Background: an optimization exercise with open tools, aiming at small area and a short achievable clock period. Do not read the settings as production practice. Where RTL was checked, it was by simulation tests only, not by an equivalence proof against the original.

Design systolic_array, start of the top module:
module systolic_array #(
    parameter M           = 5,
    parameter N           = 3,
    parameter K           = 4,
    parameter DATA_WIDTH  = 32
) (
    input clk,
    input rst_n,
    input [DATA_WIDTH*M-1:0] X,
    input [DATA_WIDTH*K-1:0] W,
    output reg [DATA_WIDTH*M*K-1:0] Y,
    output done
);
Size: about 930 I/O pins, about 120,000 um2 of cells after synthesis.
export LEC_CHECK = 0
export ABC_AREA = 1
export CAP_MARGIN = 20
export CORE_MARGIN = 2
export CORE_UTILIZATION = 55
export CTS_CLUSTER_DIAMETER = 150
export CTS_CLUSTER_SIZE = 20
export PLACE_DENSITY = 0.65
export SETUP_SLACK_MARGIN = 5
export SLEW_MARGIN = 20
export SYNTH_HIERARCHICAL = 1
create_clock -name core_clock -period 8.5 [get_ports {clk}]
standard.sh (not shown) runs the stock make flow with config.mk's settings and CLKGATE_MAP_FILE= SYNTH_SCRIPT=/design/flow/synth_recipe.tcl, a recipe that flattens the netlist after the stock synthesis.
==> flow/flow/run.sh <==
#!/bin/bash
# The standard layout with two changes:
#  - input and output ports are buffered with plain buffers (buf_1) instead
#    of the delay cells buffer_ports picks by default;
#  - after the standard synthesis, fa_polarity.py complements some full
#    adders (a full adder is self-dual) so that fewer inverters are needed
#    between them; registers and all other cells are unchanged.
set -euo pipefail
export BUFFER_PORTS_ARGS="-buffer_cell sky130_fd_sc_hd__buf_1"
RES=orfs/results/${FLOW_PLATFORM}/systolic_array/base
bash standard.sh synth > make_synth.log 2>&1
python3 flow/fa_polarity.py $RES/1_2_yosys.v $RES/1_2_yosys.pol.v > fa_polarity.log 2>&1
cp $RES/1_2_yosys.v 1_2_yosys.standard.v
mv $RES/1_2_yosys.pol.v $RES/1_2_yosys.v
rm -f $RES/1_synth.odb $RES/1_synth.sdc
bash standard.sh > make_layout.log 2>&1
Other scripts of this flow, unchanged in this note and not shown: flow/flow/fa_polarity.py
Edit:
--- a/flow/design.v
+++ b/flow/design.v
@@ -77,45 +77,49 @@
     integer k;
     reg b2, b1, b0;
     begin
         for (k = 0; k < 16; k = k + 1) begin
             b2 = x[2*k+1];
             b1 = x[2*k];
             b0 = (k == 0) ? 1'b0 : x[(k == 0) ? 0 : 2*k-1];
             btwo[k] = (b2 & ~b1 & ~b0) | (~b2 & b1 & b0);
         end
     end
 endfunction
-wire [31:0] wsh [0:1];
-genvar c;
-generate
-    for (c = 0; c < 2; c = c + 1) begin : wcp
-        wcopy wc (.clk(clk), .d(wq0_d), .q(wsh[c]));
-    end
-endgenerate
-genvar i;
+integer xb;
+genvar i, k;
 generate
     for (i = 0; i < M; i = i + 1) begin : row
-        reg [31:0] xr0;
+        reg [15:0] xodd;
+        wire [31:0] xr0;
         wire [31:0] xr1 = Y[32*(4*i+2) +: 32];
         wire [31:0] xr2 = Y[32*(4*i+3) +: 32];
         reg [15:0] eone, etwo;       
+        for (k = 0; k < 16; k = k + 1) begin : xd
+            assign xr0[2*k+1] = xodd[k];
+            if (k == 0) begin : b0
+                assign xr0[0] = eone[0];
+            end else begin : bk
+                assign xr0[2*k] = eone[k] ^ xodd[k-1];
+            end
+        end
         wire [31:0] xr0_d = ldany ? X[32*i +: 32] : xr1;
         always @(posedge clk) begin
-            xr0 <= xr0_d;
+            for (xb = 0; xb < 16; xb = xb + 1) xodd[xb] <= xr0_d[2*xb+1];
             eone <= bone(xr0_d);
             etwo <= btwo(xr0_d);
         end
         wire [31:0] sum;
         wire [31:0] x = xr0;
-        wire [31:0] w = wsh[i * 2 / 5];
+        wire [31:0] w;
+        wcopy wc (.clk(clk), .d(wq0_d), .q(w));
         wire uclr = clr[i];
         reg [31:0] acc;        
         wire [31:0] accm = uclr ? 32'd0 : acc;
         wire one0 = eone[0];
         wire two0 = etwo[0];
         wire neg0 = x[1];
         wire one1 = eone[1];
         wire two1 = etwo[1];
         wire neg1 = x[3];
         wire one2 = eone[2];
         wire two2 = etwo[2];
After rerunning:
- clock skew drops by 0.034 ns
- worst setup slack degrades by 0.34 ns
- via count climbs slightly
- fmax drops by a little under a tenth
- first-iteration DRC count drops by roughly a tenth
For the second run of this note, only the layout was checked, not whether the RTL still works.


MS:
Another version of the RTL of systolic_array (not shown whole).
Size in the first run: about 12000 cells after synthesis, ~2200 flip-flops, ~0.12 mm² of cells after synthesis.
==> module systolic_array, before the edit <==
module systolic_array #(
    parameter M           = 5,
    parameter N           = 3,
    parameter K           = 4,
    parameter DATA_WIDTH  = 32
) (
    input clk,
    input rst_n,
    input [DATA_WIDTH*M-1:0] X,
    input [DATA_WIDTH*K-1:0] W,
    output reg [DATA_WIDTH*M*K-1:0] Y,
    output done
);
reg [3:0] cnt;
reg done_q;
always @(posedge clk or negedge rst_n) begin
    if (!rst_n) begin
        cnt <= 4'd0;
        done_q <= 1'b0;
    end else begin
        if (cnt != 4'd15) cnt <= cnt + 4'd1;
        if (cnt == 4'd13) done_q <= 1'b1;
    end
end
assign done = done_q;
reg [2:0] ld;     
reg [M-1:0] clr;  
reg [3:0] wy;     
always @(posedge clk or negedge rst_n) begin
    if (!rst_n) begin
        ld <= 3'b001;
        clr <= {M{1'b0}};
        wy <= 4'd0;
    end else begin
        ld <= {cnt == 4'd1, cnt == 4'd0, 1'b0};
        clr <= {M{(cnt == 4'd0) | (cnt == 4'd1) | (cnt == 4'd6) | (cnt == 4'd7)}};
        wy[0] <= (cnt == 4'd5);
        wy[1] <= (cnt == 4'd6);
        wy[2] <= (cnt == 4'd11);
        wy[3] <= (cnt == 4'd12);
    end
end
wire ldany = |ld;
reg [31:0] wq [0:9];
wire [31:0] wq0_d = (ld[0] | ld[2]) ? W[0 +: 32] : ld[1] ? W[32 +: 32] : wq[1];
integer q;
always @(posedge clk) begin
    for (q = 0; q < 9; q = q + 1) wq[q] <= wq[q+1];
    if (ld[0] | ld[2]) begin
        wq[0] <= W[0 +: 32];  wq[3] <= W[32 +: 32];
        wq[6] <= W[64 +: 32]; wq[9] <= W[96 +: 32];
    end else if (ld[1]) begin
        wq[0] <= W[32 +: 32]; wq[3] <= W[0 +: 32];
        wq[6] <= W[96 +: 32]; wq[9] <= W[64 +: 32];
    end else begin
        wq[9] <= W[64 +: 32];
    end
end
genvar i;
generate
    for (i = 0; i < M; i = i + 1) begin : row
        reg [31:0] xr0, xr1, xr2;
        always @(posedge clk) begin
            xr0 <= ldany ? X[32*i +: 32] : xr1;
            xr1 <= xr2;
            xr2 <= xr0;
        end
        reg [31:0] wl;
        always @(posedge clk) wl <= wq0_d;
        wire [31:0] sum;
        pe u (.clk(clk), .x(xr0), .w(wl), .clr(clr[i]), .sum(sum));
        always @(posedge clk) begin
            if (wy[0]) Y[32*(4*i+0) +: 32] <= sum;
            if (wy[1]) Y[32*(4*i+1) +: 32] <= sum;
            if (wy[2]) Y[32*(4*i+2) +: 32] <= sum;
            if (wy[3]) Y[32*(4*i+3) +: 32] <= sum;
        end
    end
endgenerate
endmodule
export LEC_CHECK = 0
export ABC_AREA = 1
export CAP_MARGIN = 20
export CORE_MARGIN = 2
export CORE_UTILIZATION = 60
export PLACE_DENSITY = 0.7
export SETUP_SLACK_MARGIN = 4
export SLEW_MARGIN = 20
create_clock -name core_clock -period 8.5 [get_ports {clk}]
run.sh (not shown) runs the stock make flow with config.mk's settings and CLKGATE_MAP_FILE= SYNTH_SCRIPT=/design/flow/synth_recipe.tcl, a recipe that flattens the netlist after the stock synthesis.
Stock flow here: none of the scripts above is used.
Input changes introduced in AL (baseline for comparison: MS):
--- a/flow/design.v
+++ b/flow/design.v
@@ -1167,11 +1167,10 @@
         wy[3] <= (cnt == 4'd12);
     end
 end
 wire ldany = |ld;
 reg [31:0] wq [0:9];
-wire [31:0] wq0_d = (ld[0] | ld[2]) ? W[0 +: 32] : ld[1] ? W[32 +: 32] : wq[1];
 integer q;
 always @(posedge clk) begin
     for (q = 0; q < 9; q = q + 1) wq[q] <= wq[q+1];
     if (ld[0] | ld[2]) begin
         wq[0] <= W[0 +: 32];  wq[3] <= W[32 +: 32];
@@ -1190,14 +1189,12 @@
         always @(posedge clk) begin
             xr0 <= ldany ? X[32*i +: 32] : xr1;
             xr1 <= xr2;
             xr2 <= xr0;
         end
-        reg [31:0] wl;
-        always @(posedge clk) wl <= wq0_d;
         wire [31:0] sum;
-        pe u (.clk(clk), .x(xr0), .w(wl), .clr(clr[i]), .sum(sum));
+        pe u (.clk(clk), .x(xr0), .w(wq[0]), .clr(clr[i]), .sum(sum));
         always @(posedge clk) begin
             if (wy[0]) Y[32*(4*i+0) +: 32] <= sum;
             if (wy[1]) Y[32*(4*i+1) +: 32] <= sum;
             if (wy[2]) Y[32*(4*i+2) +: 32] <= sum;
             if (wy[3]) Y[32*(4*i+3) +: 32] <= sum;
## What came out
Relative to MS, number of antenna cells inserted has decreased by 4 in AL. Delta (AL minus MS): register fraction of the total cell area shows no meaningful change; final estimated routing congestion in global placement shows a reduction of about 2.2%; mean cell area of the mapped netlist shows no meaningful change.
No functional check of the RTL was part of any run of this note.


Setup of main:
systolic_array, a different RTL version from the one above (not shown whole).
Size in the first run: roughly 13000 cells after synthesis, about 930 I/O pins, about 120000 sq um of cells after synthesis.
==> flow/config.mk <==
export PLATFORM = sky130hd
export DESIGN_NAME = systolic_array
export DESIGN_NICKNAME = systolic_array
export VERILOG_FILES = /design/flow/design.v
export SDC_FILE = /design/flow/constraint.sdc
export NUM_CORES = 8
export LEC_CHECK = 0
export ABC_AREA = 1
export CAP_MARGIN = 20
export CORE_MARGIN = 2
export CORE_UTILIZATION = 55
export CTS_CLUSTER_DIAMETER = 150
export CTS_CLUSTER_SIZE = 20
export PLACE_DENSITY = 0.65
export SETUP_SLACK_MARGIN = 5
export SLEW_MARGIN = 20
export SYNTH_HIERARCHICAL = 1
==> flow/constraint.sdc <==
create_clock -name core_clock -period 8.5 [get_ports {clk}]
set_input_delay 1.7000 -clock core_clock [delete_from_list [all_inputs] [get_ports {clk}]]
set_output_delay 1.7000 -clock core_clock [all_outputs]
set_load 0.01 [all_outputs]
standard.sh (not shown) runs the stock make flow with config.mk's settings and CLKGATE_MAP_FILE= SYNTH_SCRIPT=/design/flow/synth_recipe.tcl, a recipe that flattens the netlist after the stock synthesis.
Scripts as last shown in full above: flow/flow/run.sh
Other scripts of this flow, unchanged in this note and not shown: flow/flow/fa_polarity.py
## Diff of input files: the feature branch against main
--- a/flow/design.v
+++ b/flow/design.v
@@ -77,39 +77,45 @@
     integer k;
     reg b2, b1, b0;
     begin
         for (k = 0; k < 16; k = k + 1) begin
             b2 = x[2*k+1];
             b1 = x[2*k];
             b0 = (k == 0) ? 1'b0 : x[(k == 0) ? 0 : 2*k-1];
             btwo[k] = (b2 & ~b1 & ~b0) | (~b2 & b1 & b0);
         end
     end
 endfunction
+wire [31:0] wsh [0:2];
+genvar c;
+generate
+    for (c = 0; c < 3; c = c + 1) begin : wcp
+        wcopy wc (.clk(clk), .d(wq0_d), .q(wsh[c]));
+    end
+endgenerate
 genvar i;
 generate
     for (i = 0; i < M; i = i + 1) begin : row
         reg [31:0] xr0;
         wire [31:0] xr1 = Y[32*(4*i+2) +: 32];
         wire [31:0] xr2 = Y[32*(4*i+3) +: 32];
         reg [15:0] eone, etwo;       
         wire [31:0] xr0_d = ldany ? X[32*i +: 32] : xr1;
         always @(posedge clk) begin
             xr0 <= xr0_d;
             eone <= bone(xr0_d);
             etwo <= btwo(xr0_d);
         end
         wire [31:0] sum;
         wire [31:0] x = xr0;
-        wire [31:0] w;
-        wcopy wc (.clk(clk), .d(wq0_d), .q(w));
+        wire [31:0] w = wsh[i * 3 / 5];
         wire uclr = clr[i];
         reg [31:0] acc;        
         wire [31:0] accm = uclr ? 32'd0 : acc;
         wire one0 = eone[0];
         wire two0 = etwo[0];
         wire neg0 = x[1];
         wire one1 = eone[1];
         wire two1 = etwo[1];
         wire neg1 = x[3];
         wire one2 = eone[2];
         wire two2 = etwo[2];
## What came out
Multi-input gate share of total cell area for the feature branch: 0.45 points up relative to main. The feature branch: no failed stages, no open violations at the end. Changes observed in the feature branch relative to main: cell count moved down; worst clock skew moved up; utilization after layout moved up. The feature branch against main: sum of routed wire length over all layers now sits higher. The feature branch vs. main: first-pass GRT wire length now sits higher; post-route worst setup slack now sits lower; critical path data required time now sits higher. Compared to main, the feature branch has fewer flip-flops.
Function not checked in the feature branch: the RTL went through the layout flow alone.


== branch willow ==
Another version of the RTL of systolic_array (not shown whole).
For scale: ~2200 flip-flops, roughly 930 I/O pins, roughly 130000 sq um of cells after synthesis.
==> module systolic_array, before the edit <==
module systolic_array #(
    parameter M           = 5,
    parameter N           = 3,
    parameter K           = 4,
    parameter DATA_WIDTH  = 32
) (
    input clk,
    input rst_n,
    input [DATA_WIDTH*M-1:0] X,
    input [DATA_WIDTH*K-1:0] W,
    output reg [DATA_WIDTH*M*K-1:0] Y,
    output done
);
reg [3:0] cnt;
reg done_q;
always @(posedge clk or negedge rst_n) begin
    if (!rst_n) begin
        cnt <= 4'd0;
        done_q <= 1'b0;
    end else begin
        if (cnt != 4'd15) cnt <= cnt + 4'd1;
        if (cnt == 4'd13) done_q <= 1'b1;
    end
end
assign done = done_q;
reg ld;          
reg [M-1:0] clr;  
reg [3:0] wy;    
always @(posedge clk or negedge rst_n) begin
    if (!rst_n) begin
        ld <= 1'b1;
        clr <= {M{1'b0}};
        wy <= 4'd0;
    end else begin
        ld <= (cnt <= 4'd1);
        clr <= {M{(cnt == 4'd1) | (cnt == 4'd4) | (cnt == 4'd7) | (cnt == 4'd10)}};
        wy[0] <= (cnt == 4'd3);
        wy[1] <= (cnt == 4'd6);
        wy[2] <= (cnt == 4'd9);
        wy[3] <= (cnt == 4'd12);
    end
end
reg [31:0] wq [0:9];
integer p;
always @(posedge clk) begin
    for (p = 0; p < 9; p = p + 1) begin
        if (p % 3 == 0 && ld) wq[p] <= W[32*(p/3) +: 32];
        else wq[p] <= wq[p+1];
    end
    wq[9] <= W[96 +: 32];
end
genvar i;
generate
    for (i = 0; i < M; i = i + 1) begin : row
        reg [31:0] xr0, xr1, xr2;
        always @(posedge clk) begin
            xr0 <= ld ? X[32*i +: 32] : xr1;
            xr1 <= xr2;
            xr2 <= xr0;
        end
        wire [31:0] sum;
        pe u (.clk(clk), .x(xr0), .w(wq[0]), .clr(clr[i]), .sum(sum));
        always @(posedge clk) begin
            if (wy[0]) Y[32*(4*i+0) +: 32] <= sum;
            if (wy[1]) Y[32*(4*i+1) +: 32] <= sum;
            if (wy[2]) Y[32*(4*i+2) +: 32] <= sum;
            if (wy[3]) Y[32*(4*i+3) +: 32] <= sum;
        end
    end
endgenerate
endmodule
clock: 8.5 ns
lec_check: 0
cap_margin: 20
core_margin: 2
core_utilization: 40
slew_margin: 20
run.sh (not shown) runs the stock make flow with config.mk's settings and CLKGATE_MAP_FILE= SYNTH_SCRIPT=/design/flow/synth_recipe.tcl, a recipe that flattens the netlist after the stock synthesis.
Stock flow here: none of the scripts above is used.
branch willow: no failed stages, no open violations at the end
Input changes introduced in branch amber (baseline for comparison: branch willow):
--- a/flow/design.v
+++ b/flow/design.v
@@ -1138,29 +1138,19 @@
     end else begin
         if (cnt != 4'd15) cnt <= cnt + 4'd1;
         if (cnt == 4'd13) done_q <= 1'b1;
     end
 end
 assign done = done_q;
-reg ld;          
-reg [M-1:0] clr;  
-reg [3:0] wy;    
-always @(posedge clk or negedge rst_n) begin
-    if (!rst_n) begin
-        ld <= 1'b1;
-        clr <= {M{1'b0}};
-        wy <= 4'd0;
-    end else begin
-        ld <= (cnt <= 4'd1);
-        clr <= {M{(cnt == 4'd1) | (cnt == 4'd4) | (cnt == 4'd7) | (cnt == 4'd10)}};
-        wy[0] <= (cnt == 4'd3);
-        wy[1] <= (cnt == 4'd6);
-        wy[2] <= (cnt == 4'd9);
-        wy[3] <= (cnt == 4'd12);
-    end
-end
+wire ld  = (cnt <= 4'd2);                        
+wire clr = (cnt == 4'd2) | (cnt == 4'd5) | (cnt == 4'd8) | (cnt == 4'd11);
+wire [3:0] wy;                                   
+assign wy[0] = (cnt == 4'd4);
+assign wy[1] = (cnt == 4'd7);
+assign wy[2] = (cnt == 4'd10);
+assign wy[3] = (cnt == 4'd13);
 reg [31:0] wq [0:9];
 integer p;
 always @(posedge clk) begin
     for (p = 0; p < 9; p = p + 1) begin
         if (p % 3 == 0 && ld) wq[p] <= W[32*(p/3) +: 32];
         else wq[p] <= wq[p+1];
@@ -1174,13 +1164,13 @@
         always @(posedge clk) begin
             xr0 <= ld ? X[32*i +: 32] : xr1;
             xr1 <= xr2;
             xr2 <= xr0;
         end
         wire [31:0] sum;
-        pe u (.clk(clk), .x(xr0), .w(wq[0]), .clr(clr[i]), .sum(sum));
+        pe u (.clk(clk), .x(xr0), .w(wq[0]), .clr(clr), .sum(sum));
         always @(posedge clk) begin
             if (wy[0]) Y[32*(4*i+0) +: 32] <= sum;
             if (wy[1]) Y[32*(4*i+1) +: 32] <= sum;
             if (wy[2]) Y[32*(4*i+2) +: 32] <= sum;
             if (wy[3]) Y[32*(4*i+3) +: 32] <= sum;
         end
### Flow results
branch willow reports its end of the critical path as Y[223]$_DFFE_PP_ while branch amber reports Y[189]$_DFFE_PN_.
branch amber reports a lower number of instances in the synthesized netlist than branch willow does.
From branch willow to branch amber, aggregate negative setup slack did not move at all.
branch amber and branch willow ended up with roughly the same fraction of synthesized cell area in xor and xnor cells.
Of the two values seen for library cell contributing the largest single delay on the critical path, sky130_fd_sc_hd__dfrtp_4 was produced by branch willow and sky130_fd_sc_hd__fa_1 by branch amber.
Between branch amber and branch willow, the difference in sequential cell area share is negligible.
Compared with branch willow, the router placed fewer vias in branch amber.
branch amber has transition time at the pin with the least slew margin below what branch willow had.
Delta (branch amber minus branch willow): die extent in y fell by about 0.5%, final antenna diode count ~0 delta.
branch amber: worst hold-check slack lower than branch willow
No run of this note included a check of the RTL's function; only the layout flow was run.

## port drivers added, routing unchanged
No port has a modelled driver above. Below, the same layouts with a new extraction and two added sets of constraints. Step 1 assumes that a clkbuf_16 drives the clock port and a buf_2 every other input. Step 2, shift: input delay + t, output delay - t, t = (earliest + latest rising clock arrival at the registers) / 2. This alone moves slack from input paths to output paths. Slacks: ideal / step 1 / step 2; pairs: ideal / step 1.
run	t (ns)	slack for setup (ns)	worst setup path after step 2	worst register clock-pin slew, ns
the first run of note 1	0.932	4.998 / 4.897 / 5.003	register to register	0.10 / 0.10
the second run of note 1	0.935	4.663 / 4.663 / 4.663	register to register	0.11 / 0.11
MS	1.000	4.001 / 4.001 / 4.001	register to register	0.08 / 0.08
AL	0.996	3.995 / 3.995 / 3.995	register to register	0.07 / 0.07
main	0.938	5.004 / 4.940 / 5.004	register to register	0.11 / 0.11
the feature branch	0.952	4.958 / 4.893 / 4.958	register to register	0.11 / 0.11
branch willow	1.022	2.455 / 2.455 / 2.455	register to register	0.09 / 0.09
branch amber	1.037	2.322 / 2.322 / 2.322	register to register	0.08 / 0.08
After both steps setup and hold are still met in every run listed.
